Source: an optimization exercise on an open RTL-to-GDS flow (aim: small area and a short achievable clock period). Production flows keep margins and buffers that such runs may drop. RTL that was checked went through simulation tests only; none was proved equivalent to the original. Only the layout flow was run in run 3; the RTL was not checked for function there. No run shown here takes its clock network from TritonCTS; it comes from the design's own scripts or RTL. The clock input has no modelled driver; a real chip could not lean on it and would need a root buffer or a full tree. No activity file was given, so power comes from the tool's default toggle rates.

==> design/flow/config.mk <==
export PLATFORM = sky130hd
export DESIGN_NAME = lightpipe_recv
export DESIGN_NICKNAME = lightpipe_recv
export VERILOG_FILES = /design/flow/design.v
export SDC_FILE = /design/flow/constraint.sdc
export NUM_CORES = 4
export LEC_CHECK = 0
export CAP_MARGIN = 20
export CORE_MARGIN = 2
export CORE_UTILIZATION = 65
export PLACE_DENSITY = 0.75
export SETUP_SLACK_MARGIN = 1.65
export SLEW_MARGIN = 20
export SYNTH_HIERARCHICAL = 1
==> design/flow/constraint.sdc <==
create_clock -name core_clock -period 3.0 [get_ports {mclk}]
set_input_delay 0.6000 -clock core_clock [delete_from_list [all_inputs] [get_ports {mclk}]]
set_output_delay 0.6000 -clock core_clock [all_outputs]
set_load 0.01 [all_outputs]
==> design/flow/design.v <==
module lightpipe_recv(
    input mclk,
    input rst,
    input adat,
    output reg wclk,
    output reg [23:0] word0,
    output reg [23:0] word1,
    output reg [23:0] word2,
    output reg [23:0] word3,
    output reg [23:0] word4,
    output reg [23:0] word5,
    output reg [23:0] word6,
    output reg [23:0] word7,
    output reg [3:0] user
);
reg reset_d, reset_dd;
reg in_d, in_dd, in_ddd, in_dddd;
reg [5:0] accum;
reg dbit;
wire transition = in_dddd ^ in_ddd;
wire strobe = accum[1] & accum[0];
always @(posedge mclk) begin
    reset_d <= ~rst;
    reset_dd <= reset_d;
end
always @(posedge mclk)
    if (reset_dd) {in_d, in_dd, in_ddd, in_dddd} <= 4'b0;
    else {in_d, in_dd, in_ddd, in_dddd} <= {adat, in_d, in_dd, in_ddd};
always @(posedge mclk)
    if (reset_dd || transition) accum <= 6'd0;
    else accum <= accum + 6'd1;
always @(posedge mclk)
    if (reset_dd) dbit <= 1'b0;
    else if (transition) dbit <= 1'b1;
    else if (accum == 6'd4) dbit <= 1'b0;
reg [7:0] framebit;
reg nloss_d;
reg [29:1] sr;
wire stb_next = ~reset_dd & ~transition & accum[1] & ~accum[0];
wire loss_s = accum[5];
wire resync = strobe & ~loss_s & ~nloss_d;
wire [23:0] oword = {sr[29:26], sr[24:21], sr[19:16], sr[14:11], sr[9:6], sr[4:1]};
always @(posedge mclk)
    if (!rst) nloss_d <= 1'b1;
    else if (strobe) nloss_d <= ~loss_s;
always @(posedge mclk)
    if (!rst) framebit <= 8'd0;
    else if (resync) framebit <= 8'd252;
    else if (strobe) framebit <= framebit + 8'd1;
reg at0, at128;
reg [7:0] ldw;
wire ld_next = rst & stb_next & (loss_s | nloss_d);
always @(posedge mclk) begin
    at0 <= stb_next & (~rst | (framebit == 8'd0));
    at128 <= rst & stb_next & (framebit == 8'd128);
    ldw[0] <= ld_next & (framebit == 8'd30);
    ldw[1] <= ld_next & (framebit == 8'd60);
    ldw[2] <= ld_next & (framebit == 8'd90);
    ldw[3] <= ld_next & (framebit == 8'd120);
    ldw[4] <= ld_next & (framebit == 8'd150);
    ldw[5] <= ld_next & (framebit == 8'd180);
    ldw[6] <= ld_next & (framebit == 8'd210);
    ldw[7] <= ld_next & (framebit == 8'd240);
end
wire ls = strobe & rst;
wire hs = ~strobe & rst;
wire [29:1] sr_d;
ao22 #(29) u_sr (.a({29{ls}}), .b({dbit, sr[29:2]}), .c({29{hs}}), .d(sr), .y(sr_d));
always @(posedge mclk) sr <= sr_d;
wire lu = at0 & rst;
wire hu = ~at0 & rst;
wire [3:0] user_d;
ao22 #(4) u_user (.a({4{lu}}), .b(sr[29:26]), .c({4{hu}}), .d(user), .y(user_d));
always @(posedge mclk) user <= user_d;
always @(posedge mclk)
    if (!rst) wclk <= 1'b0;
    else if (at0) wclk <= 1'b1;
    else if (at128) wclk <= 1'b0;
wire [7:0] L = ldw & {8{rst}};           
wire [7:0] L1 = ldw | {8{~rst}};         
wire [7:0] H = ~ldw & {8{rst}};          
wire [23:0] o1 = {oword[23:8], oword[7:0] | {8{~rst}}};
wire [23:0] d0, d1, d2, d3, d4, d5, d6, d7;
ao22 #(24) u_w0 (.a({24{L[0]}}), .b(oword), .c({24{H[0]}}), .d(word0), .y(d0));
ao22 #(24) u_w1 (.a({{16{L[1]}}, {8{L1[1]}}}), .b(o1), .c({24{H[1]}}), .d(word1), .y(d1));
ao22 #(24) u_w2 (.a({24{L[2]}}), .b(oword), .c({24{H[2]}}), .d(word2), .y(d2));
ao22 #(24) u_w3 (.a({{16{L[3]}}, {8{L1[3]}}}), .b(o1), .c({24{H[3]}}), .d(word3), .y(d3));
ao22 #(24) u_w4 (.a({24{L[4]}}), .b(oword), .c({24{H[4]}}), .d(word4), .y(d4));
ao22 #(24) u_w5 (.a({{16{L[5]}}, {8{L1[5]}}}), .b(o1), .c({24{H[5]}}), .d(word5), .y(d5));
ao22 #(24) u_w6 (.a({24{L[6]}}), .b(oword), .c({24{H[6]}}), .d(word6), .y(d6));
ao22 #(24) u_w7 (.a({{16{L[7]}}, {8{L1[7]}}}), .b(o1), .c({24{H[7]}}), .d(word7), .y(d7));
always @(posedge mclk) begin
    word0 <= d0; word1 <= d1; word2 <= d2; word3 <= d3;
    word4 <= d4; word5 <= d5; word6 <= d6; word7 <= d7;
end
endmodule
module ao22 #(parameter W = 1) (
    input [W-1:0] a,
    input [W-1:0] b,
    input [W-1:0] c,
    input [W-1:0] d,
    output [W-1:0] y
);
assign y = (a & b) | (c & d);
endmodule
==> design/flow/flow/run.sh <==
#!/bin/bash
# Standard synthesis and layout (standard.sh), except: the ports are buffered
# by a small buffer, the register-to-output paths are left as they are by the
# resizer (flow/hold_outputs.tcl), and the clock tree is a two-level tree built
# by flow/cts.tcl (settings in flow/cts.env).
set -euo pipefail
HERE=$(pwd)
export CLOCK_PORT=mclk
source $HERE/flow/cts.env
export BUFFER_PORTS_ARGS="-buffer_cell $PORT_BUF"
export PRE_CTS_TCL=$HERE/flow/cts.tcl
export PRE_FLOORPLAN_TCL=$HERE/flow/hold_outputs.tcl
export POST_GLOBAL_PLACE_TCL=$HERE/flow/hold_outputs.tcl
export POST_FLOORPLAN_TCL=$HERE/flow/release_all.tcl
bash standard.sh > make.log 2>&1
==> design/flow/flow/cts.env <==
export ROOT_BUF=sky130_fd_sc_hd__clkbuf_16
export LEAF_BUF=sky130_fd_sc_hd__clkbuf_16
export ROOT_COUNT=4
export LEAF_SINKS=20
export PORT_BUF=sky130_fd_sc_hd__buf_1
==> design/flow/flow/cts.tcl <==
# Clock tree built here in place of TritonCTS: the clock port drives a few
# root buffers, each of which drives leaf buffers, one per cluster of
# flip-flops (k-means on their placed positions). Sourced by ORFS's cts.tcl
# as PRE_CTS_TCL; it then does what the rest of cts.tcl does and writes the
# CTS results itself.

proc kmeans {pts k} {
  # pts: list of {x y}; returns list of cluster index per point
  set n [llength $pts]
  set sorted [lsort -real -index 0 [lmap p $pts {set p}]]
  set cx {}; set cy {}
  for {set i 0} {$i < $k} {incr i} {
    set s [lindex $sorted [expr {int(($i + 0.5) * $n / $k)}]]
    lappend cx [lindex $s 0]; lappend cy [lindex $s 1]
  }
  for {set iter 0} {$iter < 60} {incr iter} {
    set assign {}
    foreach p $pts {
      set best 0; set bd 1e30
      for {set i 0} {$i < $k} {incr i} {
        set d [expr {abs([lindex $p 0] - [lindex $cx $i]) + abs([lindex $p 1] - [lindex $cy $i])}]
        if {$d < $bd} { set bd $d; set best $i }
      }
      lappend assign $best
    }
    set sx [lrepeat $k 0.0]; set sy [lrepeat $k 0.0]; set sc [lrepeat $k 0]
    foreach p $pts a $assign {
      lset sx $a [expr {[lindex $sx $a] + [lindex $p 0]}]
      lset sy $a [expr {[lindex $sy $a] + [lindex $p 1]}]
      lset sc $a [expr {[lindex $sc $a] + 1}]
    }
    for {set i 0} {$i < $k} {incr i} {
      if {[lindex $sc $i] > 0} {
        lset cx $i [expr {[lindex $sx $i] / [lindex $sc $i]}]
        lset cy $i [expr {[lindex $sy $i] / [lindex $sc $i]}]
      }
    }
  }
  return [list $assign $cx $cy $sc]
}

set db [ord::get_db]
set block [ord::get_db_block]
set clkport [$block findBTerm $::env(CLOCK_PORT)]
set clknet [$clkport getNet]
set leaf_master [$db findMaster $::env(LEAF_BUF)]
set root_master [$db findMaster $::env(ROOT_BUF)]
set nroot $::env(ROOT_COUNT)

set sinks {}; set pts {}
foreach it [$clknet getITerms] {
  set bb [[$it getInst] getBBox]
  lappend sinks $it
  lappend pts [list [expr {([$bb xMin] + [$bb xMax]) / 2.0}] [expr {([$bb yMin] + [$bb yMax]) / 2.0}]]
}
set n [llength $sinks]
set k [expr {int(ceil(double($n) / $::env(LEAF_SINKS)))}]
lassign [kmeans $pts $k] assign cx cy sc
puts "custom cts: $n sinks, $k leaf clusters, sizes $sc"

set leaves {}; set lpts {}
for {set i 0} {$i < $k} {incr i} {
  if {[lindex $sc $i] == 0} { lappend leaves {}; continue }
  lappend leaves $i
  lappend lpts [list [lindex $cx $i] [lindex $cy $i]]
}
lassign [kmeans $lpts $nroot] rassign rcx rcy rsc
puts "custom cts: $nroot root clusters, sizes $rsc"

set rootnets {}
for {set r 0} {$r < $nroot} {incr r} {
  if {[lindex $rsc $r] == 0} { lappend rootnets {}; continue }
  set b [odb::dbInst_create $block $root_master clkbuf_root_$r]
  $b setLocation [expr {int([lindex $rcx $r])}] [expr {int([lindex $rcy $r])}]
  $b setPlacementStatus PLACED
  set net [odb::dbNet_create $block clknet_root_$r]
  $net setSigType CLOCK
  [$b findITerm A] connect $clknet
  [$b findITerm X] connect $net
  lappend rootnets $net
}
set leafnet [dict create]
foreach i $leaves r $rassign {
  set b [odb::dbInst_create $block $leaf_master clkbuf_leaf_$i]
  $b setLocation [expr {int([lindex $cx $i])}] [expr {int([lindex $cy $i])}]
  $b setPlacementStatus PLACED
  set net [odb::dbNet_create $block clknet_leaf_$i]
  $net setSigType CLOCK
  [$b findITerm A] connect [lindex $rootnets $r]
  [$b findITerm X] connect $net
  dict set leafnet $i $net
}
foreach it $sinks a $assign {
  set inst [$it getInst]
  set dt [$inst isDoNotTouch]
  $inst setDoNotTouch 0
  $it disconnect
  $it connect [dict get $leafnet $a]
  $inst setDoNotTouch $dt
}

set_propagated_clock [all_clocks]
set_placement_padding -global \
  -left $::env(CELL_PAD_IN_SITES_DETAIL_PLACEMENT) \
  -right $::env(CELL_PAD_IN_SITES_DETAIL_PLACEMENT)
detailed_placement
log_cmd estimate_parasitics -placement
report_clock_skew
report_clock_latency

repair_timing_helper
detailed_placement
check_placement -verbose
report_metrics 4 "cts final"
orfs_write_db $::env(RESULTS_DIR)/4_1_cts.odb
orfs_write_sdc $::env(RESULTS_DIR)/4_cts.sdc
exit
==> design/flow/flow/hold_outputs.tcl <==
# Marks the register-to-output paths don't-touch, so that the resizer leaves
# them as they are and spends its effort on the other paths. Sourced as
# PRE_FLOORPLAN_TCL, before the ports are buffered, where it holds only the
# flip-flops that drive output ports, and as POST_GLOBAL_PLACE_TCL, after the
# ports are buffered, where it holds each output port's buffer, the
# flip-flop behind it and the two nets.
set hold_block [ord::get_db_block]
proc hold_driver {net hold_net} {
  foreach it [$net getITerms] {
    if {[$it isOutputSignal]} {
      set inst [$it getInst]
      $inst setDoNotTouch 1
      if {$hold_net} { $net setDoNotTouch 1 }
      return $inst
    }
  }
  return ""
}
set n_held 0
set n_buffered 0
foreach bt [$hold_block getBTerms] {
  if {[$bt getIoType] != "OUTPUT"} { continue }
  set net [$bt getNet]
  if {$net == "NULL"} { continue }
  set inst ""
  foreach it [$net getITerms] {
    if {[$it isOutputSignal]} { set inst [$it getInst] }
  }
  if {$inst == ""} { continue }
  incr n_held
  if {[string match "*dfxtp*" [[$inst getMaster] getName]]} {
    # not buffered yet: hold the flip-flop only, so the port can be buffered
    $inst setDoNotTouch 1
  } else {
    incr n_buffered
    hold_driver $net 1
    foreach it [$inst getITerms] {
      if {[$it isInputSignal] && [$it getNet] != "NULL"} { hold_driver [$it getNet] 1 }
    }
  }
}
puts "hold_outputs: held the drivers of $n_held output ports, $n_buffered of them port buffers"
==> design/flow/flow/release_all.tcl <==
# Clears the don't-touch marks that flow/hold_outputs.tcl set before the
# floorplan's timing repair, so that the ports can be buffered in placement.
foreach inst [[ord::get_db_block] getInsts] { $inst setDoNotTouch 0 }
foreach net [[ord::get_db_block] getNets] { $net setDoNotTouch 0 }
==> design/flow/standard.sh <==
#!/bin/bash
# synth_recipe.tcl (not shown) runs the flow's synth.tcl, then flattens the netlist and writes it again
# the make line also repeats each setting of config.mk as NAME=value (left out here)
make -C /OpenROAD-flow-scripts/flow DESIGN_CONFIG=/design/flow/config.mk WORK_HOME=/design/flow/orfs CLKGATE_MAP_FILE= SYNTH_SCRIPT=/design/flow/synth_recipe.tcl "${@:-finish}"
==> report_table.html, run 1 <==
<table>
<tr><th>Metric</th><th>Value</th></tr>
<tr><th colspan="2">Yosys</th></tr>
<tr><td>Leading cell types by total area after synthesis</td><td>sky130_fd_sc_hd__dfxtp_1 (64%), sky130_fd_sc_hd__a22o_1 (25%), sky130_fd_sc_hd__nand2b_1 (1.0%), sky130_fd_sc_hd__nor2_1 (0.80%), sky130_fd_sc_hd__and2_1 (0.78%)</td></tr>
<tr><td>Async set-reset flop share out of synthesis</td><td>0</td></tr>
<tr><td>Sequential area share after synthesis</td><td>0.644</td></tr>
<tr><td>Yosys warns</td><td>7</td></tr>
<tr><td>Biggest area consumer among synthesized cells</td><td>sky130_fd_sc_hd__dfxtp_1</td></tr>
<tr><td>Adder and majority cell fraction of the synthesized area</td><td>0.00781</td></tr>
<tr><td>Share of the synthesized area in compound gates (AO/OA/AOI/OAI)</td><td>0.260</td></tr>
<tr><td>Synthesized-area fraction occupied by and/or/nand/nor cells</td><td>0.0643</td></tr>
<tr><td>Portion of netlist area occupied by mux cells</td><td>0.00125</td></tr>
<tr><td>Largest family of logic cells by synthesized area</td><td>compound AO/OA/AOI/OAI gates</td></tr>
<tr><td>Gate count of the mapped netlist</td><td>between 600 and 700</td></tr>
<tr><td>Post-synthesis register bit count</td><td>about 260</td></tr>
<tr><td>Main flop type after synthesis</td><td>sky130_fd_sc_hd__dfxtp_1</td></tr>
<tr><td>Average cell area after synthesis</td><td>approximately 13 sq um</td></tr>
<tr><td>Share of Yosys cell area claimed by the top area cell type</td><td>0.644</td></tr>
<tr><td>Area share of xor/xnor cells in the synthesized design</td><td>0.00968</td></tr>
<tr><td>Netlist cell types</td><td>between 40 and 50</td></tr>
<tr><td>Dominant cell by count in the synthesized netlist</td><td>sky130_fd_sc_hd__dfxtp_1</td></tr>
<tr><td>Synthesized Nets</td><td>about 630</td></tr>
<tr><td>Most frequent cells after synthesis</td><td>sky130_fd_sc_hd__dfxtp_1 (258), sky130_fd_sc_hd__a22o_1 (225), sky130_fd_sc_hd__nor2_1 (17)</td></tr>
<tr><td>Synth Cell Area</td><td>8010 sq um</td></tr>
<tr><td>Count of flip-flops with a built-in enable after synthesis</td><td>0</td></tr>
<tr><th colspan="2">Worst setup path</th></tr>
<tr><td>Reg-to-reg slack, setup</td><td>1560 ps</td></tr>
<tr><td>Worst stage delay on the critical path</td><td>about 380 ps</td></tr>
<tr><td>Start of the worst register-to-register path</td><td>accum[1]</td></tr>
<tr><td>Total stage count of the critical path</td><td>1</td></tr>
<tr><td>Cell with the biggest individual delay on the critical path</td><td>sky130_fd_sc_hd__dfxtp_1</td></tr>
<tr><td>Category of the worst setup path launch point</td><td>flip-flop</td></tr>
<tr><td>CP endpoint kind</td><td>output port</td></tr>
<tr><td>Worst reg2reg path endpoint</td><td>framebit[6]</td></tr>
<tr><td>Cell Chain, Critical Path</td><td>buf_1</td></tr>
<tr><td>Startpoint of the worst setup timing path</td><td>word3[7]</td></tr>
<tr><td>Sum of buffers and inverters on the critical path</td><td>1</td></tr>
<tr><td>Required time worst endpoint</td><td>2400 ps</td></tr>
<tr><td>Worst-path fanout max</td><td>2</td></tr>
<tr><td>Logic depth of the worst register-to-register path</td><td>5</td></tr>
<tr><td>End point of the critical path</td><td>word3[7]</td></tr>
<tr><td>Dominant delay contributor by cell family on the critical path</td><td>flip-flops</td></tr>
<tr><td>Worst Setup Path Type</td><td>reg2out</td></tr>
<tr><td>Data arrival at the endpoint of the critical path</td><td>~920 ps</td></tr>
<tr><th colspan="2">Finish</th></tr>
<tr><td>Fraction of layout instances using a drive strength above 1</td><td>0.134</td></tr>
<tr><td>Filler cell count</td><td>roughly 650</td></tr>
<tr><td>Diodes inserted</td><td>0</td></tr>
<tr><td>Relative area change from synthesis to final layout</td><td>25.5%</td></tr>
<tr><td>Nets</td><td>approximately 900</td></tr>
<tr><th colspan="2">STA</th></tr>
<tr><td>Hold violation count in the final report</td><td>0</td></tr>
<tr><td>Hold WS</td><td>between 300 and 400 ps</td></tr>
<tr><td>Tightest slew margin relative to the limit</td><td>0.630</td></tr>
<tr><td>Accumulated negative setup slack</td><td>0 ps</td></tr>
<tr><td>Period utilization</td><td>0.508</td></tr>
<tr><td>RSZ-0062 raised after global routing</td><td>yes</td></tr>
<tr><td>Count of endpoints failing setup in the final report</td><td>0</td></tr>
<tr><td>Clock period minus final worst setup slack</td><td>1520 ps</td></tr>
<tr><td>Actual transition at the worst max-transition pin</td><td>about 550 ps</td></tr>
<tr><td>Max Fclk</td><td>657 MHz</td></tr>
<tr><td>Worst setup skew after layout</td><td>roughly 44 ps</td></tr>
<tr><td>Total count of max-transition violations in the final report</td><td>0</td></tr>
<tr><th colspan="2">CTS</th></tr>
<tr><td>Clock transition at the registers of the reported paths</td><td>~90 ps</td></tr>
<tr><td>Insertion delay to the later sink of the worst-skew pair</td><td>320 ps</td></tr>
<tr><td>Hold-fix buffers, CTS</td><td>0</td></tr>
<tr><th colspan="2">Drt</th></tr>
<tr><td>Number of vias in the routed layout</td><td>roughly 6600</td></tr>
<tr><td>Total wirelength of the detailed-routed design</td><td>~23000 um</td></tr>
<tr><td>Number of DRC violations after detailed routing</td><td>0</td></tr>
<tr><td>Final ANT Viol Nets</td><td>0</td></tr>
<tr><td>Detail-routed net length per standard cell</td><td>23.0 um</td></tr>
<tr><td>Detailed router's first-iteration violation count</td><td>roughly 650</td></tr>
<tr><td>Vias per Instance</td><td>around 6.5</td></tr>
<tr><td>Number of optimization iterations in the first detailed-route pass</td><td>5</td></tr>
<tr><th colspan="2">Hold path</th></tr>
<tr><td>Worst min-delay path category</td><td>reg2reg</td></tr>
<tr><th colspan="2">Global route</th></tr>
<tr><td>First-pass GRT wire length</td><td>~34000 um</td></tr>
<tr><td>Pin count of the biggest net entering global routing</td><td>30</td></tr>
<tr><td>GRT overflow</td><td>0</td></tr>
<tr><td>Global routing usage summed across all routing layers</td><td>0.323</td></tr>
<tr><td>Number of antenna violations at the first check in global routing</td><td>0</td></tr>
<tr><td>Via count of the first global-routing pass</td><td>5871</td></tr>
<tr><th colspan="2">Floorplan</th></tr>
<tr><td>Initial Util</td><td>0.667</td></tr>
<tr><td>IO Pins</td><td>200</td></tr>
<tr><td>FP Rows</td><td>40</td></tr>
<tr><td>Height of the chip</td><td>about 120 um</td></tr>
<tr><td>Overall die area</td><td>roughly 13000 sq um</td></tr>
<tr><td>Area of the core region</td><td>about 12000 sq um</td></tr>
<tr><td>Overall die width</td><td>about 120 um</td></tr>
<tr><th colspan="2">Place</th></tr>
<tr><td>Placed wire-length estimate after detailed placement</td><td>around 14000 um</td></tr>
<tr><td>Number of I/O port buffers</td><td>approximately 200</td></tr>
<tr><th colspan="2">Outcome</th></tr>
<tr><td>Outcome</td><td>finished clean</td></tr>
<tr><th colspan="2">Run</th></tr>
<tr><td>Count of max-cap constraint violations</td><td>0</td></tr>
<tr><th colspan="2">Power</th></tr>
<tr><td>Power per Cell Area</td><td>580 nW/um^2</td></tr>
<tr><td>Total design power</td><td>between 5000 and 6000 uW</td></tr>
<tr><td>Max VDD drop</td><td>~0.49 mV</td></tr>
<tr><td>Cell leakage power</td><td>between 0.003 and 0.004 uW</td></tr>
</table>
[where the power goes]
group          switching, uW  internal, uW
clock network            989          1010
logic                    198           124
registers               38.7          3470
[sequential cells by signal, summed over array words and instances (netlist names), 4 cells and up]
signal / cells
word7: 24
user: 4
sr: 29
word0: 24
word3: 24
word1: 24
ldw: 8
framebit: 8
word2: 24
word4: 24
word6: 24
accum: 6
word5: 24
[cells in the final DEF (no fill, tap or decap), types with 7 or more instances in the layout]
| cell | synthesis | layout |
|---|---|---|
| sky130_fd_sc_hd__a22o_1 | 225 | 225 |
| sky130_fd_sc_hd__and2_4 | 0 | 7 |
| sky130_fd_sc_hd__buf_1 | 1 | 198 |
| sky130_fd_sc_hd__buf_12 | 0 | 7 |
| sky130_fd_sc_hd__buf_4 | 0 | 21 |
| sky130_fd_sc_hd__clkbuf_16 | 0 | 17 |
| sky130_fd_sc_hd__clkinvlp_4 | 0 | 12 |
| sky130_fd_sc_hd__dfxtp_1 | 258 | 250 |
| sky130_fd_sc_hd__inv_1 | 12 | 7 |
| sky130_fd_sc_hd__nand2_1 | 8 | 8 |
| sky130_fd_sc_hd__nand2b_1 | 13 | 9 |
| sky130_fd_sc_hd__nor2_1 | 17 | 12 |
| sky130_fd_sc_hd__nor2_4 | 0 | 10 |
[metrics by stage]
stage,util,setup slack [ps],cell area (sq um),std cells
after floorplan,-,1540,8140,619
after global placement,0.750,977,9010,957
after detailed placement,0.750,915,9010,957
after CTS,0.824,1520,9900,1009
after global routing,0.838,1460,10100,1019
final,0.838,1480,10100,1019
[logic make-up after synthesis]
logic type / count (synthesis)
DFF: 258
AOI/OAI and AO/OA: 242
and+or+nand+nor: 84
buffers and inverters: 21
xor gates and xnor gates: 8
adders and majority gates: 5
muxes: 1
[how the worst min path moves through the flow]
| stage | startpoint | end | slack [ps] | depth (start not counted) |
|---|---|---|---|---|
| 2_1_floorplan | reset_d | reset_dd | 310 | 0 |
| 3_3_place_gp | reset_d | reset_dd | 320 | 0 |
| 3_5_place_dp | reset_d | reset_dd | 320 | 0 |
| 4_1_cts | reset_d | reset_dd | 340 | 0 |
| 5_1_grt | reset_d | reset_dd | 360 | 0 |
| 6_report | reset_d | reset_dd | 340 | 0 |
[final cells by class]
cell class,instances,area [sq um],share of cell area
Sequential cell,258,5180,0.515
Timing Repair inverter,9,68.8,0.00684
Multi-Input combinational cell,347,3010,0.300
Timing Repair Buffer,229,1110,0.110
Tap cell,147,184,0.0183
Buffer,17,425,0.0423
Inverter,12,76.3,0.00759
[per-layer routing]
metal	vias up	global-route usage	share of wire
li1	2922	-	-
met1	3225	0.450	0.40
met2	379	0.543	0.49
met3	66	0.0322	0.071
met4	0	0.0908	0.037
met5	-	0	0
[timing repair]
item	CTS	global route
endpoints found under the hold margin	0	0
setup endpoints to repair	436	311
gates resized for setup	45	14
buffers inserted	18	9
pin swaps	11	9
cloned	17	1
==> run 2, diff against run 1 <==
--- a/design/flow/config.mk
+++ b/design/flow/config.mk
@@ -7,8 +7,8 @@
 export LEC_CHECK = 0
 export CAP_MARGIN = 20
 export CORE_MARGIN = 2
-export CORE_UTILIZATION = 65
-export PLACE_DENSITY = 0.75
+export CORE_UTILIZATION = 55
+export PLACE_DENSITY = 0.7
 export SETUP_SLACK_MARGIN = 1.65
 export SLEW_MARGIN = 20
 export SYNTH_HIERARCHICAL = 1
==> run 2 against run 1 <==
  * Clock power about the same
  * Still clean
  * Maximum frequency is 1.5% higher
  * Cell area increased by 3.3%
  * Combinational power rose by 9.0%
  * Sequential power is essentially flat
  * Routed wire length rose by 4.4%
==> report_table.html, run 2 <==
<table>
<tr><th>Metric</th><th>Value</th></tr>
<tr><th colspan="2">Outcome</th></tr>
<tr><td>Outcome</td><td>finished clean</td></tr>
<tr><th colspan="2">Power</th></tr>
<tr><td>Cell leakage power</td><td>around 0.004 uW</td></tr>
<tr><td>Power per Cell Area</td><td>approximately 560 nW/um^2</td></tr>
<tr><td>Max VDD drop</td><td>roughly 0.44 mV</td></tr>
<tr><th colspan="2">Finish</th></tr>
<tr><td>Diodes inserted</td><td>0</td></tr>
<tr><td>Relative area change from synthesis to final layout</td><td>29.7%</td></tr>
<tr><td>Nets</td><td>roughly 900</td></tr>
<tr><td>Largest register by flop count</td><td>sr</td></tr>
<tr><td>Filler cell count</td><td>1004</td></tr>
<tr><td>Max reg flops</td><td>29</td></tr>
<tr><td>Post-layout instance area</td><td>between 10000 and 15000 sq um</td></tr>
<tr><td>Most frequent standard cell in the layout excluding fill and tap cells</td><td>sky130_fd_sc_hd__dfxtp_1</td></tr>
<tr><td>Share of the core filled with cells</td><td>0.724</td></tr>
<tr><td>Fraction of layout instances using a drive strength above 1</td><td>0.162</td></tr>
<tr><td>Commonest cells after routing, fill and taps aside</td><td>sky130_fd_sc_hd__dfxtp_1 (248), sky130_fd_sc_hd__a22o_1 (225), sky130_fd_sc_hd__buf_1 (198), sky130_fd_sc_hd__buf_4 (34), sky130_fd_sc_hd__clkbuf_16 (18)</td></tr>
<tr><th colspan="2">Global route</th></tr>
<tr><td>Global routing usage summed across all routing layers</td><td>0.289</td></tr>
<tr><td>Pin count of the biggest net entering global routing</td><td>26</td></tr>
<tr><td>First-pass GRT wire length</td><td>between 30000 and 40000 um</td></tr>
<tr><td>GRT overflow</td><td>0</td></tr>
<tr><td>Number of antenna violations at the first check in global routing</td><td>0</td></tr>
<tr><td>Via count of the first global-routing pass</td><td>6392</td></tr>
<tr><th colspan="2">Yosys</th></tr>
<tr><td>Share of Yosys cell area claimed by the top area cell type</td><td>0.644</td></tr>
<tr><td>Sequential area share after synthesis</td><td>0.644</td></tr>
<tr><td>Synthesized Nets</td><td>627</td></tr>
<tr><td>Synth Cell Area</td><td>about 8000 sq um</td></tr>
<tr><td>Netlist cell types</td><td>44</td></tr>
<tr><td>Average cell area after synthesis</td><td>approximately 13 sq um</td></tr>
<tr><td>Post-synthesis register bit count</td><td>258</td></tr>
<tr><td>Async set-reset flop share out of synthesis</td><td>0</td></tr>
<tr><td>Leading cell types by total area after synthesis</td><td>sky130_fd_sc_hd__dfxtp_1 (64%), sky130_fd_sc_hd__a22o_1 (25%), sky130_fd_sc_hd__nand2b_1 (1.0%), sky130_fd_sc_hd__nor2_1 (0.80%), sky130_fd_sc_hd__and2_1 (0.78%)</td></tr>
<tr><td>Dominant cell by count in the synthesized netlist</td><td>sky130_fd_sc_hd__dfxtp_1</td></tr>
<tr><td>Most frequent cells after synthesis</td><td>sky130_fd_sc_hd__dfxtp_1 (258), sky130_fd_sc_hd__a22o_1 (225), sky130_fd_sc_hd__nor2_1 (17)</td></tr>
<tr><td>Count of flip-flops with a built-in enable after synthesis</td><td>0</td></tr>
<tr><td>Main flop type after synthesis</td><td>sky130_fd_sc_hd__dfxtp_1</td></tr>
<tr><td>Yosys warns</td><td>7</td></tr>
<tr><td>Gate count of the mapped netlist</td><td>619</td></tr>
<tr><td>Biggest area consumer among synthesized cells</td><td>sky130_fd_sc_hd__dfxtp_1</td></tr>
<tr><th colspan="2">STA</th></tr>
<tr><td>Hold violation count in the final report</td><td>0</td></tr>
<tr><td>Count of endpoints failing setup in the final report</td><td>0</td></tr>
<tr><td>Worst setup skew after layout</td><td>between 30 and 40 ps</td></tr>
<tr><td>Max Fclk</td><td>667 MHz</td></tr>
<tr><td>Actual transition at the worst max-transition pin</td><td>around 500 ps</td></tr>
<tr><td>Total count of max-transition violations in the final report</td><td>0</td></tr>
<tr><td>Tightest slew margin relative to the limit</td><td>0.661</td></tr>
<tr><td>Accumulated negative setup slack</td><td>0 ps</td></tr>
<tr><td>Period utilization</td><td>0.500</td></tr>
<tr><td>RSZ-0062 raised after global routing</td><td>yes</td></tr>
<tr><td>Clock period minus final worst setup slack</td><td>1500 ps</td></tr>
<tr><th colspan="2">Drt</th></tr>
<tr><td>Detailed router's first-iteration violation count</td><td>~570</td></tr>
<tr><td>Number of DRC violations after detailed routing</td><td>0</td></tr>
<tr><td>Vias per Instance</td><td>6.30</td></tr>
<tr><td>Detail-routed net length per standard cell</td><td>22.8 um</td></tr>
<tr><td>Final ANT Viol Nets</td><td>0</td></tr>
<tr><td>Total wirelength of the detailed-routed design</td><td>between 20000 and 25000 um</td></tr>
<tr><td>Number of optimization iterations in the first detailed-route pass</td><td>7</td></tr>
<tr><td>Number of vias in the routed layout</td><td>around 6800</td></tr>
<tr><th colspan="2">Worst setup path</th></tr>
<tr><td>Sum of buffers and inverters on the critical path</td><td>2</td></tr>
<tr><td>Cell with the biggest individual delay on the critical path</td><td>sky130_fd_sc_hd__nor4_2</td></tr>
<tr><td>CP endpoint kind</td><td>flip-flop</td></tr>
<tr><td>Worst-path fanout max</td><td>7</td></tr>
<tr><td>Cell Chain, Critical Path</td><td>buf_12 &gt; clkbuf_4 &gt; and3b_2 &gt; nand4b_4 &gt; nor4_2</td></tr>
<tr><td>Worst Setup Path Type</td><td>in2reg</td></tr>
<tr><td>Category of the worst setup path launch point</td><td>primary input</td></tr>
<tr><td>Dominant delay contributor by cell family on the critical path</td><td>simple AND/OR/NAND/NOR gates</td></tr>
<tr><td>Worst stage delay on the critical path</td><td>roughly 350 ps</td></tr>
<tr><td>Required time worst endpoint</td><td>about 3200 ps</td></tr>
<tr><td>Data arrival at the endpoint of the critical path</td><td>around 1700 ps</td></tr>
<tr><th colspan="2">Floorplan</th></tr>
<tr><td>IO Pins</td><td>200</td></tr>
<tr><td>Area of the core region</td><td>approximately 14000 sq um</td></tr>
<tr><td>Overall die area</td><td>about 16000 sq um</td></tr>
<tr><td>Height of the chip</td><td>roughly 120 um</td></tr>
<tr><td>Initial Util</td><td>0.558</td></tr>
<tr><td>FP Rows</td><td>44</td></tr>
<tr><td>Overall die width</td><td>about 120 um</td></tr>
<tr><th colspan="2">Run</th></tr>
<tr><td>Count of max-cap constraint violations</td><td>0</td></tr>
<tr><th colspan="2">Place</th></tr>
<tr><td>Placed wire-length estimate after detailed placement</td><td>14500 um</td></tr>
<tr><td>Number of I/O port buffers</td><td>between 150 and 200</td></tr>
<tr><td>Instance area at placement</td><td>9060 sq um</td></tr>
<tr><th colspan="2">CTS</th></tr>
<tr><td>Clock transition at the registers of the reported paths</td><td>around 80 ps</td></tr>
<tr><td>Hold-fix buffers, CTS</td><td>0</td></tr>
<tr><td>Insertion delay to the later sink of the worst-skew pair</td><td>approximately 310 ps</td></tr>
<tr><th colspan="2">Hold path</th></tr>
<tr><td>Worst min-delay path category</td><td>reg2reg</td></tr>
</table>
==> run 2: cell counts after synthesis <==
Identical to the previous run, type by type.
==> run 2: layer usage <==
metal  up-vias  routed length [um]  global-route usage
li1       2953                   -                   -
met1      3401                9860               0.384
met2       344               12000               0.500
met3        64                1670              0.0331
met4         0                 891              0.0833
met5         -                   0                   0
==> run 2: power by group <==
group          internal, uW  leakage, uW  switching, uW
logic                   147      0.00167            202
clock network          1010     0.000209            997
registers              3470      0.00210           38.1
==> run 2: stage by stage <==
stage | worst slack, ps | instances | hold WS [ps] | power [uW]
after floorplan | 1540 | 619 | 310 | 3720
after global placement | 769 | 995 | 315 | 3800
after detailed placement | 654 | 995 | 323 | 3810
after CTS | 1530 | 1054 | 354 | 5840
after global routing | 1470 | 1073 | 369 | 6050
final | 1500 | 1073 | 358 | 5870
==> run 2: area by class of cell <==
| cell class | instances | area [sq um] | area share |
|---|---|---|---|
| Multi-Input combinational cell | 346 | 3100 | 0.298 |
| Timing Repair inverter | 6 | 46.3 | 0.00445 |
| Buffer | 17 | 425 | 0.0409 |
| Tap cell | 184 | 230 | 0.0221 |
| Inverter | 12 | 72.6 | 0.00698 |
| Timing Repair Buffer | 250 | 1330 | 0.128 |
| Sequential cell | 258 | 5190 | 0.499 |
==> run 2: cells by family (layout without fill, tap and decap cells) <==
kind of cell | after synthesis | count (layout) | share of synthesized area
DFF | 258 | 258 | 0.644
AOI/OAI and AO/OA | 242 | 242 | 0.260
and+or+nand+nor | 84 | 90 | 0.0643
buffers and inverters | 21 | 285 | 0.0122
xor gates and xnor gates | 8 | 8 | 0.00968
adders and majority gates | 5 | 5 | 0.00781
muxes | 1 | 1 | 0.00125
==> run 2: final timing paths <==
| kind | from | end | slack, ps | cells past startpoint |
|---|---|---|---|---|
| setup / recovery | rst | ldw[5] | 1500 | 5 |
| hold / removal | reset_d | reset_dd | 360 | 0 |
| setup reg to reg | accum[0] | ldw[5] | 1590 | 4 |
| hold reg to reg | reset_d | reset_dd | 360 | 0 |
==> run 2: repair_timing <==
action | CTS | global route
endpoints found under the setup margin | 440 | 288
gates resized for setup | 38 | 35
gates cloned | 11 | 2
setup buffers | 31 | 17
pin swaps | 10 | 12
==> run 3, diff against run 2 <==
--- a/design/flow/design.v
+++ b/design/flow/design.v
@@ -36,9 +36,9 @@
 reg [7:0] framebit;
 reg nloss_d;
 reg [29:1] sr;
-wire stb_next = ~reset_dd & ~transition & accum[1] & ~accum[0];
 wire loss_s = accum[5];
 wire resync = strobe & ~loss_s & ~nloss_d;
+wire ld = strobe & (loss_s | nloss_d);
 wire [23:0] oword = {sr[29:26], sr[24:21], sr[19:16], sr[14:11], sr[9:6], sr[4:1]};
 always @(posedge mclk)
     if (!rst) nloss_d <= 1'b1;
@@ -47,26 +47,12 @@
     if (!rst) framebit <= 8'd0;
     else if (resync) framebit <= 8'd252;
     else if (strobe) framebit <= framebit + 8'd1;
-reg at0, at128;
-reg [7:0] ldw;
-wire ld_next = rst & stb_next & (loss_s | nloss_d);
-always @(posedge mclk) begin
-    at0 <= stb_next & (~rst | (framebit == 8'd0));
-    at128 <= rst & stb_next & (framebit == 8'd128);
-    ldw[0] <= ld_next & (framebit == 8'd30);
-    ldw[1] <= ld_next & (framebit == 8'd60);
-    ldw[2] <= ld_next & (framebit == 8'd90);
-    ldw[3] <= ld_next & (framebit == 8'd120);
-    ldw[4] <= ld_next & (framebit == 8'd150);
-    ldw[5] <= ld_next & (framebit == 8'd180);
-    ldw[6] <= ld_next & (framebit == 8'd210);
-    ldw[7] <= ld_next & (framebit == 8'd240);
-end
 wire ls = strobe & rst;
 wire hs = ~strobe & rst;
 wire [29:1] sr_d;
 ao22 #(29) u_sr (.a({29{ls}}), .b({dbit, sr[29:2]}), .c({29{hs}}), .d(sr), .y(sr_d));
 always @(posedge mclk) sr <= sr_d;
+wire at0 = strobe & (framebit == 8'd0);
 wire lu = at0 & rst;
 wire hu = ~at0 & rst;
 wire [3:0] user_d;
@@ -75,7 +61,16 @@
 always @(posedge mclk)
     if (!rst) wclk <= 1'b0;
     else if (at0) wclk <= 1'b1;
-    else if (at128) wclk <= 1'b0;
+    else if (strobe & (framebit == 8'd128)) wclk <= 1'b0;
+wire [7:0] ldw;
+assign ldw[0] = ld & (framebit == 8'd30);
+assign ldw[1] = ld & (framebit == 8'd60);
+assign ldw[2] = ld & (framebit == 8'd90);
+assign ldw[3] = ld & (framebit == 8'd120);
+assign ldw[4] = ld & (framebit == 8'd150);
+assign ldw[5] = ld & (framebit == 8'd180);
+assign ldw[6] = ld & (framebit == 8'd210);
+assign ldw[7] = ld & (framebit == 8'd240);
 wire [7:0] L = ldw & {8{rst}};           
 wire [7:0] L1 = ldw | {8{~rst}};         
 wire [7:0] H = ~ldw & {8{rst}};          
==> design/flow/flow/run.sh (replaced) <==
#!/bin/bash
# Standard synthesis and layout (standard.sh), except: the ports are buffered
# by the smallest buffer, and the clock tree is a two-level tree built by
# flow/cts.tcl (settings in flow/cts.env).
set -euo pipefail
HERE=$(pwd)
export BUFFER_PORTS_ARGS="-buffer_cell sky130_fd_sc_hd__buf_1"
export PRE_CTS_TCL=$HERE/flow/cts.tcl
export CLOCK_PORT=mclk
source $HERE/flow/cts.env
bash standard.sh > make.log 2>&1
==> design/flow/flow/cts.env (replaced) <==
export ROOT_BUF=sky130_fd_sc_hd__clkbuf_16
export LEAF_BUF=sky130_fd_sc_hd__clkbuf_16
export ROOT_COUNT=4
export LEAF_SINKS=26
--- a/design/flow/config.mk
+++ b/design/flow/config.mk
@@ -9,6 +9,6 @@
 export CORE_MARGIN = 2
 export CORE_UTILIZATION = 55
 export PLACE_DENSITY = 0.7
-export SETUP_SLACK_MARGIN = 1.65
+export SETUP_SLACK_MARGIN = 1.5
 export SLEW_MARGIN = 20
 export SYNTH_HIERARCHICAL = 1
removed: design/flow/flow/hold_outputs.tcl
removed: design/flow/flow/release_all.tcl
==> run 3 against run 2 <==
  * Still clean
  * Maximum frequency shrank 21%
  * Highest routed layer unchanged
  * Combinational power down 12%
  * Via count increased by 4.5%
  * Sequential power shrank 4%
  * Global-route usage rose by 4.5 points
  * Sequential share of layout area decreased by 2.9 points
  * Worst hold slack worse by 23 ps
  * Synthesized cell count decreased by 3.1%
  * Flip-flop and latch count is 10 lower
  * Register-to-register slack got worse by 500 ps
==> report_table.html, run 3 <==
<table>
<tr><th>Metric</th><th>Value</th></tr>
<tr><th colspan="2">Floorplan</th></tr>
<tr><td>IO Pins</td><td>200</td></tr>
<tr><td>Overall die width</td><td>around 120 um</td></tr>
<tr><td>Area of the core region</td><td>around 14000 sq um</td></tr>
<tr><td>Overall die area</td><td>~15000 sq um</td></tr>
<tr><td>Height of the chip</td><td>~120 um</td></tr>
<tr><td>Initial Util</td><td>0.560</td></tr>
<tr><td>FP Rows</td><td>between 40 and 50</td></tr>
<tr><th colspan="2">Worst setup path</th></tr>
<tr><td>Category of the worst setup path launch point</td><td>flip-flop</td></tr>
<tr><td>Worst Setup Path Type</td><td>reg2reg</td></tr>
<tr><td>Worst-path fanout max</td><td>12</td></tr>
<tr><td>Data arrival at the endpoint of the critical path</td><td>between 2000 and 2500 ps</td></tr>
<tr><td>Worst stage delay on the critical path</td><td>between 500 and 600 ps</td></tr>
<tr><td>Cell Chain, Critical Path</td><td>nor2b_4 &gt; nand3b_1 &gt; buf_4 &gt; o41a_2 &gt; a22o_1</td></tr>
<tr><td>Logic depth of the worst register-to-register path</td><td>5</td></tr>
<tr><td>CP endpoint kind</td><td>flip-flop</td></tr>
<tr><td>Cell with the biggest individual delay on the critical path</td><td>sky130_fd_sc_hd__o41a_2</td></tr>
<tr><td>Required time worst endpoint</td><td>~3200 ps</td></tr>
<tr><th colspan="2">Global route</th></tr>
<tr><td>GRT overflow</td><td>0</td></tr>
<tr><td>First-pass GRT wire length</td><td>38800 um</td></tr>
<tr><td>Global routing usage summed across all routing layers</td><td>0.335</td></tr>
<tr><td>Number of antenna violations at the first check in global routing</td><td>0</td></tr>
<tr><td>Pin count of the biggest net entering global routing</td><td>38</td></tr>
<tr><td>Via count of the first global-routing pass</td><td>between 6000 and 7000</td></tr>
<tr><th colspan="2">Drt</th></tr>
<tr><td>Total wirelength of the detailed-routed design</td><td>about 28000 um</td></tr>
<tr><td>Number of vias in the routed layout</td><td>around 7100</td></tr>
<tr><td>Number of optimization iterations in the first detailed-route pass</td><td>5</td></tr>
<tr><td>Vias per Instance</td><td>between 6 and 7</td></tr>
<tr><td>Detailed router's first-iteration violation count</td><td>about 740</td></tr>
<tr><td>Detail-routed net length per standard cell</td><td>26.1 um</td></tr>
<tr><td>Number of DRC violations after detailed routing</td><td>0</td></tr>
<tr><td>Final ANT Viol Nets</td><td>0</td></tr>
<tr><th colspan="2">Place</th></tr>
<tr><td>Number of I/O port buffers</td><td>between 150 and 200</td></tr>
<tr><td>Global placement routability congestion</td><td>0.887</td></tr>
<tr><td>Worst setup slack after placement</td><td>between 700 and 800 ps</td></tr>
<tr><td>Placed wire-length estimate after detailed placement</td><td>about 14000 um</td></tr>
<tr><th colspan="2">STA</th></tr>
<tr><td>Clock period minus final worst setup slack</td><td>1910 ps</td></tr>
<tr><td>Tightest slew margin relative to the limit</td><td>0.529</td></tr>
<tr><td>Worst setup skew after layout</td><td>between 40 and 50 ps</td></tr>
<tr><td>Setup slack after layout</td><td>between 1000 and 1500 ps</td></tr>
<tr><td>Actual transition at the worst max-transition pin</td><td>around 700 ps</td></tr>
<tr><td>Period utilization</td><td>0.637</td></tr>
<tr><td>Accumulated negative setup slack</td><td>0 ps</td></tr>
<tr><td>Max Fclk</td><td>523 MHz</td></tr>
<tr><td>Hold WS</td><td>roughly 330 ps</td></tr>
<tr><td>Count of endpoints failing setup in the final report</td><td>0</td></tr>
<tr><td>Total count of max-transition violations in the final report</td><td>0</td></tr>
<tr><td>RSZ-0062 raised after global routing</td><td>yes</td></tr>
<tr><td>Hold violation count in the final report</td><td>0</td></tr>
<tr><th colspan="2">Finish</th></tr>
<tr><td>Max reg flops</td><td>29</td></tr>
<tr><td>Largest register by flop count</td><td>sr</td></tr>
<tr><td>Commonest cells after routing, fill and taps aside</td><td>sky130_fd_sc_hd__dfxtp_1 (239), sky130_fd_sc_hd__a22o_1 (225), sky130_fd_sc_hd__buf_1 (193), sky130_fd_sc_hd__buf_4 (20), sky130_fd_sc_hd__buf_6 (19)</td></tr>
<tr><td>Nets</td><td>between 900 and 1000</td></tr>
<tr><td>Diodes inserted</td><td>0</td></tr>
<tr><td>Relative area change from synthesis to final layout</td><td>37.7%</td></tr>
<tr><td>Fraction of layout instances using a drive strength above 1</td><td>0.184</td></tr>
<tr><td>Most frequent standard cell in the layout excluding fill and tap cells</td><td>sky130_fd_sc_hd__dfxtp_1</td></tr>
<tr><td>Filler cell count</td><td>just under 900</td></tr>
<tr><th colspan="2">Power</th></tr>
<tr><td>Cell leakage power</td><td>between 0.003 and 0.004 uW</td></tr>
<tr><td>Part of the power in combinational logic</td><td>0.057</td></tr>
<tr><td>Power per Cell Area</td><td>514 nW/um^2</td></tr>
<tr><td>Sequential power share</td><td>0.617</td></tr>
<tr><td>Max VDD drop</td><td>between 0.4 and 0.5 mV</td></tr>
<tr><td>Internal</td><td>around 4300 uW</td></tr>
<tr><td>Switching pwr</td><td>roughly 1200 uW</td></tr>
<tr><td>Fraction of power spent switching nets</td><td>0.214</td></tr>
<tr><td>Part of the power in the clock network</td><td>0.327</td></tr>
<tr><th colspan="2">Yosys</th></tr>
<tr><td>Leading cell types by total area after synthesis</td><td>sky130_fd_sc_hd__dfxtp_1 (64%), sky130_fd_sc_hd__a22o_1 (26%), sky130_fd_sc_hd__nor2_1 (0.88%), sky130_fd_sc_hd__ha_1 (0.81%), sky130_fd_sc_hd__nand2b_1 (0.73%)</td></tr>
<tr><td>Synthesized Nets</td><td>about 610</td></tr>
<tr><td>Average cell area after synthesis</td><td>between 10 and 15 sq um</td></tr>
<tr><td>Share of Yosys cell area claimed by the top area cell type</td><td>0.643</td></tr>
<tr><td>Most frequent cells after synthesis</td><td>sky130_fd_sc_hd__dfxtp_1 (248), sky130_fd_sc_hd__a22o_1 (225), sky130_fd_sc_hd__nor2_1 (18)</td></tr>
<tr><td>Gate count of the mapped netlist</td><td>600</td></tr>
<tr><td>Sequential area share after synthesis</td><td>0.643</td></tr>
<tr><td>Dominant cell by count in the synthesized netlist</td><td>sky130_fd_sc_hd__dfxtp_1</td></tr>
<tr><td>Biggest area consumer among synthesized cells</td><td>sky130_fd_sc_hd__dfxtp_1</td></tr>
<tr><td>Async set-reset flop share out of synthesis</td><td>0</td></tr>
<tr><td>Synth Cell Area</td><td>slightly below 8000 sq um</td></tr>
<tr><td>Main flop type after synthesis</td><td>sky130_fd_sc_hd__dfxtp_1</td></tr>
<tr><td>Netlist cell types</td><td>38</td></tr>
<tr><td>Post-synthesis register bit count</td><td>~250</td></tr>
<tr><td>Yosys warns</td><td>7</td></tr>
<tr><td>Count of flip-flops with a built-in enable after synthesis</td><td>0</td></tr>
<tr><th colspan="2">CTS</th></tr>
<tr><td>Hold-fix buffers, CTS</td><td>0</td></tr>
<tr><td>Insertion delay to the later sink of the worst-skew pair</td><td>about 320 ps</td></tr>
<tr><td>Clock transition at the registers of the reported paths</td><td>around 110 ps</td></tr>
<tr><th colspan="2">Run</th></tr>
<tr><td>Count of max-cap constraint violations</td><td>0</td></tr>
<tr><th colspan="2">Hold path</th></tr>
<tr><td>Worst min-delay path category</td><td>reg2reg</td></tr>
<tr><td>Hold path cells</td><td>0</td></tr>
<tr><th colspan="2">Outcome</th></tr>
<tr><td>Outcome</td><td>finished clean</td></tr>
</table>
==> run 3: cell types whose count changed in the layout (fill, tap and decap cells not counted), moves of 6 or more <==
| cell | delta |
|---|---|
| sky130_fd_sc_hd__buf_4 | -14 |
| sky130_fd_sc_hd__buf_6 | +17 |
| sky130_fd_sc_hd__dfxtp_1 | -9 |
| sky130_fd_sc_hd__and2_4 | -8 |
| sky130_fd_sc_hd__clkbuf_2 | +6 |
| sky130_fd_sc_hd__clkinvlp_4 | -9 |
| sky130_fd_sc_hd__o21a_4 | +15 |
==> run 3: area by class of cell <==
type | count | area, sq um | share of cell area
Buffer | 14 | 350 | 0.0330
Inverter | 6 | 25.0 | 0.00236
Multi-Input combinational cell | 364 | 3450 | 0.325
Sequential cell | 248 | 4990 | 0.470
Tap cell | 180 | 225 | 0.0212
Timing Repair Buffer | 260 | 1580 | 0.148
==> run 3: power groups by stage <==
| stage | clock (uW) | sequential [uW] | combinational, uW |
|---|---|---|---|
| 2_1_floorplan | 0 | 3460 | 121 |
| 3_3_place_gp | 0 | 3450 | 211 |
| 3_5_place_dp | 0 | 3450 | 216 |
| 4_1_cts | 1760 | 3370 | 276 |
| 5_1_grt | 1910 | 3380 | 322 |
| 6_report | 1790 | 3370 | 309 |
==> run 3: per-layer routing <==
metal  part of all wire  GRT usage
met2               0.46      0.531
met1               0.40      0.459
met5                  0          0
met4              0.037      0.124
met3               0.11     0.0599
==> run 3: final timing paths <==
path | slack [ps] | start | to
worst max-delay path | 1090 | framebit[2] | word2[21]
worst min-delay path | 330 | reset_d | reset_dd
worst max register to register | 1090 | framebit[2] | word2[21]
worst min register to register | 330 | reset_d | reset_dd
==> run 3: logic make-up (layout without fill, tap and decap cells) <==
kind of cell / Yosys count / in the layout / share of synthesized area
AO/OA/AOI/OAI: 255 / 273 / 0.281
XOR/XNOR: 7 / 7 / 0.00795
adder cells (fa/ha/maj): 5 / 5 / 0.00811
buffers and inverters: 14 / 280 / 0.00859
flip-flops: 248 / 248 / 0.643
multiplexers: 3 / 3 / 0.00405
AND/OR/NAND/NOR: 68 / 76 / 0.0467
==> run 3: worst max-delay path: cells and delay by family (launching register included) <==
kind / cells / cell delay (ps)
flops: 1 / 450
compound gates: 2 / 800
simple gates: 2 / 330
buf+inv: 1 / 200
==> run 3: what timing repair did <==
item	4_1_cts	5_1_grt
endpoints found under the setup margin	196	233
gates cloned	24	5
setup buffers	44	12
pin swaps	67	39
resized for setup	74	31
endpoints found under the hold margin	0	0
==> run 3: stage by stage <==
| stage | cell area [sq um] | power, uW | std cells | utilization |
|---|---|---|---|---|
| final | 10600 | 5460 | 1072 | 0.771 |
| after global routing | 10600 | 5610 | 1072 | 0.771 |
| after CTS | 10300 | 5410 | 1055 | 0.751 |
| after detailed placement | 8840 | 3670 | 973 | 0.642 |
| after global placement | 8840 | 3660 | 973 | 0.642 |
| after floorplan | 7910 | 3580 | 600 | - |
==> run 4, diff against run 3 <==
--- a/design/flow/design.v
+++ b/design/flow/design.v
@@ -36,9 +36,9 @@
 reg [7:0] framebit;
 reg nloss_d;
 reg [29:1] sr;
+wire stb_next = ~reset_dd & ~transition & accum[1] & ~accum[0];
 wire loss_s = accum[5];
 wire resync = strobe & ~loss_s & ~nloss_d;
-wire ld = strobe & (loss_s | nloss_d);
 wire [23:0] oword = {sr[29:26], sr[24:21], sr[19:16], sr[14:11], sr[9:6], sr[4:1]};
 always @(posedge mclk)
     if (!rst) nloss_d <= 1'b1;
@@ -47,12 +47,26 @@
     if (!rst) framebit <= 8'd0;
     else if (resync) framebit <= 8'd252;
     else if (strobe) framebit <= framebit + 8'd1;
+reg at0, at128;
+reg [7:0] ldw;
+wire ld_next = rst & stb_next & (loss_s | nloss_d);
+always @(posedge mclk) begin
+    at0 <= stb_next & (~rst | (framebit == 8'd0));
+    at128 <= rst & stb_next & (framebit == 8'd128);
+    ldw[0] <= ld_next & (framebit == 8'd30);
+    ldw[1] <= ld_next & (framebit == 8'd60);
+    ldw[2] <= ld_next & (framebit == 8'd90);
+    ldw[3] <= ld_next & (framebit == 8'd120);
+    ldw[4] <= ld_next & (framebit == 8'd150);
+    ldw[5] <= ld_next & (framebit == 8'd180);
+    ldw[6] <= ld_next & (framebit == 8'd210);
+    ldw[7] <= ld_next & (framebit == 8'd240);
+end
 wire ls = strobe & rst;
 wire hs = ~strobe & rst;
 wire [29:1] sr_d;
 ao22 #(29) u_sr (.a({29{ls}}), .b({dbit, sr[29:2]}), .c({29{hs}}), .d(sr), .y(sr_d));
 always @(posedge mclk) sr <= sr_d;
-wire at0 = strobe & (framebit == 8'd0);
 wire lu = at0 & rst;
 wire hu = ~at0 & rst;
 wire [3:0] user_d;
@@ -61,16 +75,7 @@
 always @(posedge mclk)
     if (!rst) wclk <= 1'b0;
     else if (at0) wclk <= 1'b1;
-    else if (strobe & (framebit == 8'd128)) wclk <= 1'b0;
-wire [7:0] ldw;
-assign ldw[0] = ld & (framebit == 8'd30);
-assign ldw[1] = ld & (framebit == 8'd60);
-assign ldw[2] = ld & (framebit == 8'd90);
-assign ldw[3] = ld & (framebit == 8'd120);
-assign ldw[4] = ld & (framebit == 8'd150);
-assign ldw[5] = ld & (framebit == 8'd180);
-assign ldw[6] = ld & (framebit == 8'd210);
-assign ldw[7] = ld & (framebit == 8'd240);
+    else if (at128) wclk <= 1'b0;
 wire [7:0] L = ldw & {8{rst}};           
 wire [7:0] L1 = ldw | {8{~rst}};         
 wire [7:0] H = ~ldw & {8{rst}};          
==> design/flow/flow/cts.env (replaced) <==
export ROOT_BUF=sky130_fd_sc_hd__inv_16
export LEAF_BUF=sky130_fd_sc_hd__inv_16
export ROOT_COUNT=4
export LEAF_SINKS=26
--- a/design/flow/flow/cts.tcl
+++ b/design/flow/flow/cts.tcl
@@ -1,6 +1,7 @@
 # Clock tree built here in place of TritonCTS: the clock port drives a few
-# root buffers, each of which drives leaf buffers, one per cluster of
-# flip-flops (k-means on their placed positions). Sourced by ORFS's cts.tcl
+# root buffers (or inverters), each of which drives leaf buffers (or
+# inverters), one per cluster of flip-flops (k-means on their placed
+# positions). With inverters at both levels the clock keeps its polarity. Sourced by ORFS's cts.tcl
 # as PRE_CTS_TCL; it then does what the rest of cts.tcl does and writes the
 # CTS results itself.
 
@@ -46,6 +47,18 @@
 set leaf_master [$db findMaster $::env(LEAF_BUF)]
 set root_master [$db findMaster $::env(ROOT_BUF)]
 set nroot $::env(ROOT_COUNT)
+proc out_pin {master} {
+  foreach mt [$master getMTerms] {
+    if {[$mt getSigType] == "SIGNAL" && [$mt getIoType] == "OUTPUT"} { return [$mt getName] }
+  }
+}
+proc in_pin {master} {
+  foreach mt [$master getMTerms] {
+    if {[$mt getSigType] == "SIGNAL" && [$mt getIoType] == "INPUT"} { return [$mt getName] }
+  }
+}
+set root_in [in_pin $root_master]; set root_out [out_pin $root_master]
+set leaf_in [in_pin $leaf_master]; set leaf_out [out_pin $leaf_master]
 
 set sinks {}; set pts {}
 foreach it [$clknet getITerms] {
@@ -75,8 +88,8 @@
   $b setPlacementStatus PLACED
   set net [odb::dbNet_create $block clknet_root_$r]
   $net setSigType CLOCK
-  [$b findITerm A] connect $clknet
-  [$b findITerm X] connect $net
+  [$b findITerm $root_in] connect $clknet
+  [$b findITerm $root_out] connect $net
   lappend rootnets $net
 }
 set leafnet [dict create]
@@ -86,8 +99,8 @@
   $b setPlacementStatus PLACED
   set net [odb::dbNet_create $block clknet_leaf_$i]
   $net setSigType CLOCK
-  [$b findITerm A] connect [lindex $rootnets $r]
-  [$b findITerm X] connect $net
+  [$b findITerm $leaf_in] connect [lindex $rootnets $r]
+  [$b findITerm $leaf_out] connect $net
   dict set leafnet $i $net
 }
 foreach it $sinks a $assign {
==> run 4 against run 3 <==
  * Die area grew 3.7%
  * Combinational power shrank 5%
  * Sequential share of layout area grew 5.5 points
  * Routed wire length shrank 20%
  * Critical path type is now in2reg
  * Still clean
  * Largest cell class unchanged
  * Flip-flop and latch count grew 10
  * First-iteration DRC count shrank 25%
  * Global-route usage shrank 6.2 points
  * Synthesized cell count grew 3.2%
  * Cell area shrank 7.3%
  * Setup slack gained 420 ps
  * Core utilization shrank 8.6 points
  * Critical path depth grew 2
==> report_table.html, run 4 <==
<table>
<tr><th>Metric</th><th>Value</th></tr>
<tr><th colspan="2">Drt</th></tr>
<tr><td>Detailed router's first-iteration violation count</td><td>approximately 550</td></tr>
<tr><td>Number of DRC violations after detailed routing</td><td>0</td></tr>
<tr><td>Final ANT Viol Nets</td><td>0</td></tr>
<tr><td>Number of optimization iterations in the first detailed-route pass</td><td>5</td></tr>
<tr><td>Vias per Instance</td><td>roughly 6.2</td></tr>
<tr><td>Detail-routed net length per standard cell</td><td>between 20 and 25 um</td></tr>
<tr><td>Total wirelength of the detailed-routed design</td><td>between 20000 and 25000 um</td></tr>
<tr><td>Number of vias in the routed layout</td><td>~6400</td></tr>
<tr><th colspan="2">Finish</th></tr>
<tr><td>Commonest cells after routing, fill and taps aside</td><td>sky130_fd_sc_hd__dfxtp_1 (254), sky130_fd_sc_hd__a22o_1 (225), sky130_fd_sc_hd__buf_1 (198), sky130_fd_sc_hd__buf_4 (22), sky130_fd_sc_hd__inv_16 (14)</td></tr>
<tr><td>Relative area change from synthesis to final layout</td><td>22.8%</td></tr>
<tr><td>Diodes inserted</td><td>0</td></tr>
<tr><td>Max reg flops</td><td>29</td></tr>
<tr><td>Post-layout instance area</td><td>9840 sq um</td></tr>
<tr><td>Non-filler cells in the finished layout</td><td>about 1000</td></tr>
<tr><td>Largest register by flop count</td><td>sr</td></tr>
<tr><td>Most frequent standard cell in the layout excluding fill and tap cells</td><td>sky130_fd_sc_hd__dfxtp_1</td></tr>
<tr><td>Fraction of layout instances using a drive strength above 1</td><td>0.109</td></tr>
<tr><td>Nets</td><td>872</td></tr>
<tr><th colspan="2">Worst setup path</th></tr>
<tr><td>Worst Setup Path Type</td><td>in2reg</td></tr>
<tr><td>Worst-path fanout max</td><td>11</td></tr>
<tr><td>Data arrival at the endpoint of the critical path</td><td>1520 ps</td></tr>
<tr><td>Worst stage delay on the critical path</td><td>roughly 200 ps</td></tr>
<tr><td>CP endpoint kind</td><td>flip-flop</td></tr>
<tr><td>Category of the worst setup path launch point</td><td>primary input</td></tr>
<tr><td>Cell with the biggest individual delay on the critical path</td><td>sky130_fd_sc_hd__a22o_1</td></tr>
<tr><td>Cell Chain, Critical Path</td><td>buf_12 &gt; clkinvlp_4 &gt; buf_12 &gt; buf_4 &gt; nor2_4 &gt; buf_12 &gt; a22o_1</td></tr>
<tr><td>Dominant delay contributor by cell family on the critical path</td><td>buffers and inverters</td></tr>
<tr><td>Sum of buffers and inverters on the critical path</td><td>5</td></tr>
<tr><td>Required time worst endpoint</td><td>a little over 3000 ps</td></tr>
<tr><td>Most common cell type on the critical path</td><td>sky130_fd_sc_hd__buf_12</td></tr>
<tr><th colspan="2">STA</th></tr>
<tr><td>Tightest slew margin relative to the limit</td><td>0.552</td></tr>
<tr><td>Accumulated negative setup slack</td><td>0 ps</td></tr>
<tr><td>Count of endpoints failing setup in the final report</td><td>0</td></tr>
<tr><td>Actual transition at the worst max-transition pin</td><td>slightly below 700 ps</td></tr>
<tr><td>Hold violation count in the final report</td><td>0</td></tr>
<tr><td>Period utilization</td><td>0.495</td></tr>
<tr><td>Max Fclk</td><td>between 600 and 700 MHz</td></tr>
<tr><td>Worst setup skew after layout</td><td>between 20 and 30 ps</td></tr>
<tr><td>Total count of max-transition violations in the final report</td><td>0</td></tr>
<tr><td>Clock period minus final worst setup slack</td><td>roughly 1500 ps</td></tr>
<tr><td>RSZ-0062 raised after global routing</td><td>yes</td></tr>
<tr><th colspan="2">Outcome</th></tr>
<tr><td>Outcome</td><td>finished clean</td></tr>
<tr><th colspan="2">CTS</th></tr>
<tr><td>Insertion delay to the later sink of the worst-skew pair</td><td>roughly 140 ps</td></tr>
<tr><td>Clock transition at the registers of the reported paths</td><td>around 80 ps</td></tr>
<tr><th colspan="2">Yosys</th></tr>
<tr><td>Netlist cell types</td><td>44</td></tr>
<tr><td>Yosys warns</td><td>7</td></tr>
<tr><td>Biggest area consumer among synthesized cells</td><td>sky130_fd_sc_hd__dfxtp_1</td></tr>
<tr><td>Post-synthesis register bit count</td><td>between 200 and 300</td></tr>
<tr><td>Synth Cell Area</td><td>~8000 sq um</td></tr>
<tr><td>Main flop type after synthesis</td><td>sky130_fd_sc_hd__dfxtp_1</td></tr>
<tr><td>Dominant cell by count in the synthesized netlist</td><td>sky130_fd_sc_hd__dfxtp_1</td></tr>
<tr><td>Async set-reset flop share out of synthesis</td><td>0</td></tr>
<tr><td>Leading cell types by total area after synthesis</td><td>sky130_fd_sc_hd__dfxtp_1 (64%), sky130_fd_sc_hd__a22o_1 (25%), sky130_fd_sc_hd__nand2b_1 (1.0%), sky130_fd_sc_hd__nor2_1 (0.80%), sky130_fd_sc_hd__and2_1 (0.78%)</td></tr>
<tr><td>Average cell area after synthesis</td><td>~13 sq um</td></tr>
<tr><td>Gate count of the mapped netlist</td><td>roughly 620</td></tr>
<tr><td>Synthesized Nets</td><td>approximately 630</td></tr>
<tr><td>Sequential area share after synthesis</td><td>0.644</td></tr>
<tr><td>Count of flip-flops with a built-in enable after synthesis</td><td>0</td></tr>
<tr><td>Most frequent cells after synthesis</td><td>sky130_fd_sc_hd__dfxtp_1 (258), sky130_fd_sc_hd__a22o_1 (225), sky130_fd_sc_hd__nor2_1 (17)</td></tr>
<tr><td>Share of Yosys cell area claimed by the top area cell type</td><td>0.644</td></tr>
<tr><th colspan="2">Floorplan</th></tr>
<tr><td>Overall die area</td><td>between 15000 and 20000 sq um</td></tr>
<tr><td>Overall die width</td><td>~120 um</td></tr>
<tr><td>Area of the core region</td><td>14400 sq um</td></tr>
<tr><td>IO Pins</td><td>200</td></tr>
<tr><td>Height of the chip</td><td>~120 um</td></tr>
<tr><td>FP Rows</td><td>between 40 and 50</td></tr>
<tr><td>Initial Util</td><td>0.558</td></tr>
<tr><th colspan="2">Place</th></tr>
<tr><td>Number of I/O port buffers</td><td>between 150 and 200</td></tr>
<tr><td>Global placement routability congestion</td><td>roughly 0.88</td></tr>
<tr><td>Placed wire-length estimate after detailed placement</td><td>roughly 14000 um</td></tr>
<tr><td>Number of cells in the design after placement</td><td>approximately 1000</td></tr>
<tr><td>Instance area at placement</td><td>9030 sq um</td></tr>
<tr><th colspan="2">Global route</th></tr>
<tr><td>Global routing usage summed across all routing layers</td><td>0.273</td></tr>
<tr><td>Via count of the first global-routing pass</td><td>~5800</td></tr>
<tr><td>First-pass GRT wire length</td><td>around 35000 um</td></tr>
<tr><td>Number of antenna violations at the first check in global routing</td><td>0</td></tr>
<tr><td>GRT overflow</td><td>0</td></tr>
<tr><td>Pin count of the biggest net entering global routing</td><td>30</td></tr>
<tr><th colspan="2">Hold path</th></tr>
<tr><td>Worst min-delay path category</td><td>reg2reg</td></tr>
<tr><th colspan="2">Power</th></tr>
<tr><td>Power per Cell Area</td><td>between 500 and 600 nW/um^2</td></tr>
<tr><td>Max VDD drop</td><td>around 0.31 mV</td></tr>
<tr><td>Cell leakage power</td><td>roughly 0.0038 uW</td></tr>
<tr><th colspan="2">Run</th></tr>
<tr><td>Count of max-cap constraint violations</td><td>0</td></tr>
</table>
==> run 4: cell types whose count changed after synthesis, sizes merged, moves of 3 or more <==
| cell | before | now |
|---|---|---|
| inv | 6 | 12 |
| o21ai | 10 | 3 |
| nand4 | 4 | 1 |
| nand2b | 9 | 13 |
| dfxtp | 248 | 258 |
| o21a | 6 | 0 |
| and2 | 1 | 10 |
| nor4 | 0 | 8 |
| nand2 | 12 | 9 |
==> run 4: cells by family (layout without fill, tap and decap cells) <==
kind of cell	Yosys count	in the layout	share of synthesized area
flip-flops	258	258	0.644
AO/OA/AOI/OAI	242	242	0.260
AND/OR/NAND/NOR	84	90	0.0643
buffers and inverters	21	258	0.0122
XOR/XNOR	8	8	0.00968
adder cells (fa/ha/maj)	5	5	0.00781
multiplexers	1	1	0.00125
==> run 4: final timing paths <==
kind | startpoint | endpoint | slack, ps | cells past startpoint
setup reg to reg | accum[1] | framebit[7] | 1580 | 4
setup / recovery | rst | word2[19] | 1510 | 7
hold / removal | reset_d | reset_dd | 340 | 0
hold reg to reg | reset_d | reset_dd | 340 | 0
==> run 4: area by class of cell <==
| cell class | count | area (sq um) |
|---|---|---|
| repair inverters | 1 | 7.51 |
| inverters | 26 | 333 |
| flip-flops and latches | 258 | 5170 |
| repair buffers | 231 | 1120 |
| well taps | 184 | 230 |
| multi-input cells | 346 | 2970 |
| fillers | 1114 | 4530 |
==> run 4: layer usage <==
metal	GRT usage	wire, um
met2	0.452	10900
met1	0.382	9510
met5	0	0
met4	0.0707	630
met3	0.0335	1490
==> run 4: stage by stage <==
stage	util	setup WS (ps)	power [uW]	hold slack [ps]
floorplan	-	1510	3710	310
global placement	0.628	740	3800	314
detailed placement	0.628	611	3800	315
CTS	0.676	1490	5390	336
global route	0.685	1490	5570	337
finish	0.685	1510	5380	338
==> run 4: where the power goes <==
group	switching (uW)	internal [uW]
registers	34.1	3480
logic	176	118
clock network	1240	339
==> run 4: timing repair <==
item                                    CTS  global route
pin swaps                                 9             6
hold buffers                              0             0
endpoints found under the setup margin  246           145
setup buffers                            22             4
gates resized for setup                  33            13
gates cloned                              7             1
endpoints found under the hold margin     0             0

[re-timing with driven ports]
Ports are ideal in the flow. The routed layouts listed here were re-timed in OpenROAD.
Step 1 (the two cells are an assumption about what drives the block):
set clk [get_ports {mclk}]
set_driving_cell -lib_cell sky130_fd_sc_hd__clkbuf_16 $clk
set_driving_cell -lib_cell sky130_fd_sc_hd__buf_2 [delete_from_list [all_inputs] $clk]
Step 2 also shifts input and output timing later by t, the mid clock arrival at the registers, as if the neighbouring blocks saw the same clock.
Three values: ideal ports, drivers, drivers and shift; two values: the first two.
run	t, ns	setup slack, ns	worst hold slack (ns)
run 1	0.392	1.477 / 1.380 / 1.236	0.343 / 0.343 / 0.343
run 2	0.380	1.500 / 1.452 / 1.143	0.358 / 0.358 / 0.358
run 3	0.392	1.090 / 1.090 / 0.892	0.335 / 0.335 / 0.335
run 4	0.319	1.515 / 1.485 / 1.265	0.338 / 0.338 / 0.338
After both steps setup and hold are still met in every run listed. For run 2, which loses most, drivers alone change the setup slack by -0.048 ns; drivers and shift together by -0.357 ns.
